From an optimization exercise on the open Yosys and OpenROAD flow, aimed at small area, a short achievable clock period and few clock cycles per item; shortcuts taken in it are not production practice.
At most, simulation tests tie the RTL to the original design; equivalence was not proved.
No activity file was given, so power comes from the tool's default toggle rates.

Design lzss_enc_top, start of the top module:
module lzss_enc_top (
    input               clk,
    input               rst_x,
    input               i_valid,
    output              ow_ready,
    input       [7:0]   i_data,
    input               i_last,
    output              o_valid,
    input               i_ready,
    output      [8:0]   o_code,
    output              o_last
);
    integer             k;
    reg     [7:0]       r_win [1:64];    
    reg     [63:0]      r_row [0:4];     
    reg     [5:0]       r_rv;            
    reg     [5:0]       r_lb;            
    reg     [6:0]       r_cnt;           
    reg     [2:0]       r_skip;          
    reg     [3:0]       r_any;
    reg     [5:0]       r_idx [2:5];
    reg                 r_hv;
    reg     [9:0]       r_hd;
    reg                 r_sv;
    reg     [9:0]       r_sd;
    wire                w_room  = ~r_sv;
    wire                w_ended = ~r_rv[0] | r_lb[0];
    wire                w_adv   = w_room & (i_valid | (w_ended & (|r_rv)));
    assign  ow_ready    = w_room;
    assign  o_valid     = r_hv;
    assign  o_code      = r_hd[8:0];
    assign  o_last      = r_hd[9];
    reg     [63:0]      w_eq;
    always @(*) begin
  ...
export LEC_CHECK = 0
export ABC_CLOCK_PERIOD_IN_PS = 2500
export CAP_MARGIN = 20
export CORE_MARGIN = 2
export CORE_UTILIZATION = 55
export SETUP_SLACK_MARGIN = 3.5
export SLEW_MARGIN = 20
create_clock -name core_clock -period 6.0 [get_ports {clk}]
run.sh (not shown) runs the stock make flow with config.mk's settings and CLKGATE_MAP_FILE= SYNTH_SCRIPT=/design/flow/synth_recipe.tcl, a recipe that flattens the netlist after the stock synthesis.
The first run passed the timing, DRC and antenna checks.
Change:
- ABC_CLOCK_PERIOD_IN_PS: 2500 -> unset
- CORE_UTILIZATION: 55 -> 40
- CTS_BUF_LIST: unset -> sky130_fd_sc_hd__clkbuf_8
- CTS_CLUSTER_SIZE: unset -> 30
Effect: Power falls by 6.8%; area after synthesis stays the same; global-route usage falls by 8.1 points; final cell count rises by 10%; count of clock-buffer cells in the layout rises by 43; die area rises by 37%; synthesized cell count does not change.
Change:
- CTS_BUF_LIST: sky130_fd_sc_hd__clkbuf_8 -> unset
- CTS_CLUSTER_SIZE: 30 -> unset
- SETUP_SLACK_MARGIN: 3.5 -> unset
=>
- core utilization shrinks by 0.47 points
- register-to-register slack is worse by 790 ps
- cell area goes down by 1.0%
Function was not checked in any run of this note: the RTL went through the layout flow alone.

* * *

Another version of the RTL of lzss_enc_top (not shown whole).
For scale: about 3400 cells after synthesis, about 820 flip-flops, about 25 I/O pins, roughly 38000 sq um of cells after synthesis.
make LEC_CHECK=0 ABC_AREA=1 CAP_MARGIN=20 CORE_MARGIN=2 CORE_UTILIZATION=70 CTS_BUF_LIST='sky130_fd_sc_hd__clkbuf_4 sky130_fd_sc_hd__clkbuf_8' CTS_CLUSTER_DIAMETER=45 CTS_CLUSTER_SIZE=18 PLACE_DENSITY=0.8 SETUP_SLACK_MARGIN=3.5 SLEW_MARGIN=20 finish   # period 6.0 ns
Testbench counts at the start, summed over its fixed seeds: cycles 85,802, items 84,290.
Then changed:
ABC_AREA = default   (was 1)
CTS_BUF_LIST = sky130_fd_sc_hd__clkbuf_8 sky130_fd_sc_hd__clkbuf_16   (was sky130_fd_sc_hd__clkbuf_4 sky130_fd_sc_hd__clkbuf_8)
CTS_CLUSTER_DIAMETER = 60   (was 45)
CTS_CLUSTER_SIZE = 16   (was 18)
SETUP_SLACK_MARGIN = 3.62   (was 3.5)
Wire length decreases by 10%.
Total power came out higher by 42%.
Cell count drops by 16%.
Hold slack is better by 0.025 ns.
Via count fell by 14%.
Non-clock buffer count rose by 87.
Clock skew went down by 0.016 ns.
Flip-flop and latch count stays the same.
Utilization is higher by 3.3 points.
Sequential share of layout area went down by 0.31 points.
Die area is lower by 2.9%.

* * *

job 5069:
lzss_enc_top, a different RTL version from the one above (not shown whole).
Size in the first run: about 2800 cells after synthesis, about 820 flip-flops, about 25 I/O pins.
==> flow/config.mk <==
export PLATFORM = sky130hd
export DESIGN_NAME = lzss_enc_top
export DESIGN_NICKNAME = lzss_enc_top
export VERILOG_FILES = /design/flow/design.v
export SDC_FILE = /design/flow/constraint.sdc
export NUM_CORES = 4
export LEC_CHECK = 0
export CAP_MARGIN = 20
export CORE_MARGIN = 2
export CORE_UTILIZATION = 40
export CTS_BUF_LIST = sky130_fd_sc_hd__clkbuf_8 sky130_fd_sc_hd__clkbuf_16
export CTS_CLUSTER_DIAMETER = 70
export CTS_CLUSTER_SIZE = 24
export SETUP_SLACK_MARGIN = 3.5
export SLEW_MARGIN = 20
==> flow/constraint.sdc <==
create_clock -name core_clock -period 6.0 [get_ports {clk}]
set_input_delay 1.2000 -clock core_clock [delete_from_list [all_inputs] [get_ports {clk}]]
set_output_delay 1.2000 -clock core_clock [all_outputs]
set_load 0.01 [all_outputs]
Job 5069 was carried through to the last stage, and its layout satisfied the timing, DRC and antenna checks.
Testbench counts of job 5069, summed over its fixed seeds: cycles 85,802, items 84,290.
Setup changes, job 5069 to job 5443
# job 5069
export LEC_CHECK = 0
export CAP_MARGIN = 20
export CORE_MARGIN = 2
export CORE_UTILIZATION = 40
export CTS_BUF_LIST = sky130_fd_sc_hd__clkbuf_8 sky130_fd_sc_hd__clkbuf_16
export CTS_CLUSTER_DIAMETER = 70
export CTS_CLUSTER_SIZE = 24
export SETUP_SLACK_MARGIN = 3.5
export SLEW_MARGIN = 20
create_clock -name core_clock -period 6.0 [get_ports {clk}]
# job 5443
export LEC_CHECK = 0
export CAP_MARGIN = 20
export CORE_MARGIN = 2
export CORE_UTILIZATION = 60
export CTS_BUF_LIST = sky130_fd_sc_hd__clkbuf_4 sky130_fd_sc_hd__clkbuf_8
export CTS_CLUSTER_DIAMETER = 60
export CTS_CLUSTER_SIZE = 12
export SETUP_SLACK_MARGIN = 3.5
export SLEW_MARGIN = 20
create_clock -name core_clock -period 6.0 [get_ports {clk}]
==> notes.md <==
- Job 5069 completed end to end with timing, DRC and antenna clean.
- Job 5443 | stages: all done | timing, DRC, antenna: all pass
- Count of clock-buffer cells in the layout was higher in the run labelled job 5443.
- In the flow results for job 5069 and job 5443, the core utilization of the finished layout is smaller on job 5069.
- Diff job 5069 -> job 5443 | global-route wire length before repair | down by a few percent
- Job 5069 tops out at a lower clock frequency than job 5443.
- Via count of the first global-routing pass essentially unchanged between job 5069 and job 5443.
- Against job 5069, job 5443 comes in 3 lower on non-clock buffer count in the final layout.
- Changes observed in job 5443 relative to job 5069: total power down 740 µW; routed length per placed instance has increased; wire length reported by the detailed router now sits lower.
The inputs of job 3654 differ from those of job 5443 as listed below.
# job 5443
export LEC_CHECK = 0
export CAP_MARGIN = 20
export CORE_MARGIN = 2
export CORE_UTILIZATION = 60
export CTS_BUF_LIST = sky130_fd_sc_hd__clkbuf_4 sky130_fd_sc_hd__clkbuf_8
export CTS_CLUSTER_DIAMETER = 60
export CTS_CLUSTER_SIZE = 12
export SETUP_SLACK_MARGIN = 3.5
export SLEW_MARGIN = 20
create_clock -name core_clock -period 6.0 [get_ports {clk}]
# job 3654
export LEC_CHECK = 0
export ABC_AREA = 1
export CAP_MARGIN = 20
export CORE_MARGIN = 2
export CORE_UTILIZATION = 70
export CTS_BUF_LIST = sky130_fd_sc_hd__clkbuf_4 sky130_fd_sc_hd__clkbuf_8
export CTS_CLUSTER_DIAMETER = 60
export CTS_CLUSTER_SIZE = 12
export PLACE_DENSITY = 0.8
export SETUP_SLACK_MARGIN = 3.5
export SLEW_MARGIN = 20
create_clock -name core_clock -period 6.0 [get_ports {clk}]
## What came out
Job 5443 ended up with sky130_fd_sc_hd__or4_4 as its slowest cell on the critical path; job 3654 ended up with sky130_fd_sc_hd__edfxtp_1. Core utilization: job 3654 higher than job 5443. Job 3654 ended with more power dissipated in the clock network than job 5443. Synthesized-area fraction occupied by and/or/nand/nor cells | job 3654 above job 5443. [compare] base=job 5443 new=job 3654: post-route worst setup slack went up, area of combinational cells with multiple inputs -470 µm².
Setup changes, job 3654 to job 9096
# job 3654
export LEC_CHECK = 0
export ABC_AREA = 1
export CAP_MARGIN = 20
export CORE_MARGIN = 2
export CORE_UTILIZATION = 70
export CTS_BUF_LIST = sky130_fd_sc_hd__clkbuf_4 sky130_fd_sc_hd__clkbuf_8
export CTS_CLUSTER_DIAMETER = 60
export CTS_CLUSTER_SIZE = 12
export PLACE_DENSITY = 0.8
export SETUP_SLACK_MARGIN = 3.5
export SLEW_MARGIN = 20
create_clock -name core_clock -period 6.0 [get_ports {clk}]
# job 9096
export LEC_CHECK = 0
export CAP_MARGIN = 20
export CORE_MARGIN = 2
export CORE_UTILIZATION = 40
export CTS_BUF_LIST = sky130_fd_sc_hd__clkbuf_4 sky130_fd_sc_hd__clkbuf_8
export CTS_CLUSTER_DIAMETER = 60
export CTS_CLUSTER_SIZE = 12
export SETUP_SLACK_MARGIN = 3.5
export SLEW_MARGIN = 20
create_clock -name core_clock -period 6.0 [get_ports {clk}]
Findings:
[compare] base=job 3654 new=job 9096: filler-free cell count of the finished design went down by 87, simple-gate portion of the synthesized area saw a decrease, number of core rows higher. Job 3654 has lower area added between synthesis and finish than job 9096. On job 9096: via count of the first global-routing pass is 2199 lower than what job 3654 gave. Job 9096 gives less multi-input combinational cell count than job 3654 did.
The following lists how job 9233 was set up differently from job 9096:
# job 9096
export LEC_CHECK = 0
export CAP_MARGIN = 20
export CORE_MARGIN = 2
export CORE_UTILIZATION = 40
export CTS_BUF_LIST = sky130_fd_sc_hd__clkbuf_4 sky130_fd_sc_hd__clkbuf_8
export CTS_CLUSTER_DIAMETER = 60
export CTS_CLUSTER_SIZE = 12
export SETUP_SLACK_MARGIN = 3.5
export SLEW_MARGIN = 20
create_clock -name core_clock -period 6.0 [get_ports {clk}]
# job 9233
export LEC_CHECK = 0
export CAP_MARGIN = 20
export CORE_MARGIN = 2
export CORE_UTILIZATION = 80
export CTS_BUF_LIST = sky130_fd_sc_hd__clkbuf_4 sky130_fd_sc_hd__clkbuf_8
export CTS_CLUSTER_DIAMETER = 60
export CTS_CLUSTER_SIZE = 12
export PLACE_DENSITY = 0.9
export SETUP_SLACK_MARGIN = 3.5
export SLEW_MARGIN = 20
create_clock -name core_clock -period 6.0 [get_ports {clk}]
==> comparison <==
- When the final numbers for job 9233 and job 9096 were put side by side, the row count turned out to be greater in job 9096.
- [compare] base=job 9096 new=job 9233: worst-case setup margin in the final layout down 0.083 ns, utilization after layout now larger, total number of vias went up 14%, area of the core now sits lower, final standard cell count with taps included and fillers excluded decreased 16%.
- Lower portion of total power attributed to combinational logic among job 9233 and job 9096: job 9096
- Between job 9096 and job 9233, share of the clock period used by the worst path increased.
- From job 9096 to job 9233 the numbers moved as follows: maximum frequency shrank by 3.1%; die outline area fell 49%.
Changes in job 9340 relative to job 9233:
# job 9233
export LEC_CHECK = 0
export CAP_MARGIN = 20
export CORE_MARGIN = 2
export CORE_UTILIZATION = 80
export CTS_BUF_LIST = sky130_fd_sc_hd__clkbuf_4 sky130_fd_sc_hd__clkbuf_8
export CTS_CLUSTER_DIAMETER = 60
export CTS_CLUSTER_SIZE = 12
export PLACE_DENSITY = 0.9
export SETUP_SLACK_MARGIN = 3.5
export SLEW_MARGIN = 20
create_clock -name core_clock -period 6.0 [get_ports {clk}]
# job 9340
export LEC_CHECK = 0
export CAP_MARGIN = 20
export CORE_MARGIN = 2
export CORE_UTILIZATION = 70
export CTS_BUF_LIST = sky130_fd_sc_hd__clkbuf_4 sky130_fd_sc_hd__clkbuf_8
export CTS_CLUSTER_DIAMETER = 60
export CTS_CLUSTER_SIZE = 12
export PLACE_DENSITY = 0.8
export SETUP_SLACK_MARGIN = 3.5
export SLEW_MARGIN = 20
create_clock -name core_clock -period 6.0 [get_ports {clk}]
Findings:
As far as number of port buffers goes, job 9233 and job 9340 are indistinguishable; the numbers are identical. Wire: job 9340 routes less than job 9233. When job 9340 is set beside job 9233, its utilization turns out to be 12 points smaller. Going from job 9233 to job 9340, final worst slack grows by 0.11 ns. Diff job 9233 -> job 9340: aggregate global-route resource usage decreased by 11 points relative to the old numbers, met3 track demand over resource now sits lower.

## static timing again, ports no longer ideal
How much do the figures lean on ideal ports? The routed layouts below were timed once more, with nothing changed but the port constraints. Step 1: set_driving_cell puts a clkbuf_16 on clk and a buf_2 on each other input, an assumption about the parent block. Step 2 moves the port delays by t, midway between the first and last clock arrival at a register: inputs arrive t later, outputs are due t later. That takes back most of the time a late clock gives input paths. a / b / c = ideal / step 1 / step 2; a / b = the first two.
run | shift t [ns] | setup WS [ns] | worst setup path after step 2 | worst data-port slew with drivers (ns) | pins driven straight from the clock port
the first run of note 1 | 0.708 | 3.351 / 3.351 / 2.852 | input to register | 0.06 | 1
the second run of note 1 | 0.865 | 3.323 / 3.265 / 2.744 | input to register | 0.05 | 1
the third run of note 1 | 0.712 | 2.464 / 2.504 / 1.792 | input to register | 0.03 | 1
the first run of note 2 | 0.780 | 3.518 / 3.472 / 3.303 | input to register | 0.03 | 1
the second run of note 2 | 0.691 | 3.551 / 3.551 / 3.347 | input to register | 0.04 | 1
job 5069 | 0.693 | 3.418 / 3.418 / 3.385 | input to register | 0.04 | 1
job 5443 | 0.752 | 3.443 / 3.443 / 3.345 | input to register | 0.03 | 1
job 3654 | 0.772 | 3.550 / 3.484 / 3.271 | input to register | 0.06 | 1
job 9096 | 0.763 | 3.450 / 3.448 / 3.450 | input to register | 0.05 | 1
job 9233 | 0.766 | 3.368 / 3.368 / 3.236 | input to register | 0.06 | 1
job 9340 | 0.746 | 3.480 / 3.468 / 3.364 | input to register | 0.03 | 1
After both steps every run listed still meets setup and hold. The setup slack of the third run of note 1, which loses most, moves by +0.040 ns with the drivers and by -0.672 ns with both steps.
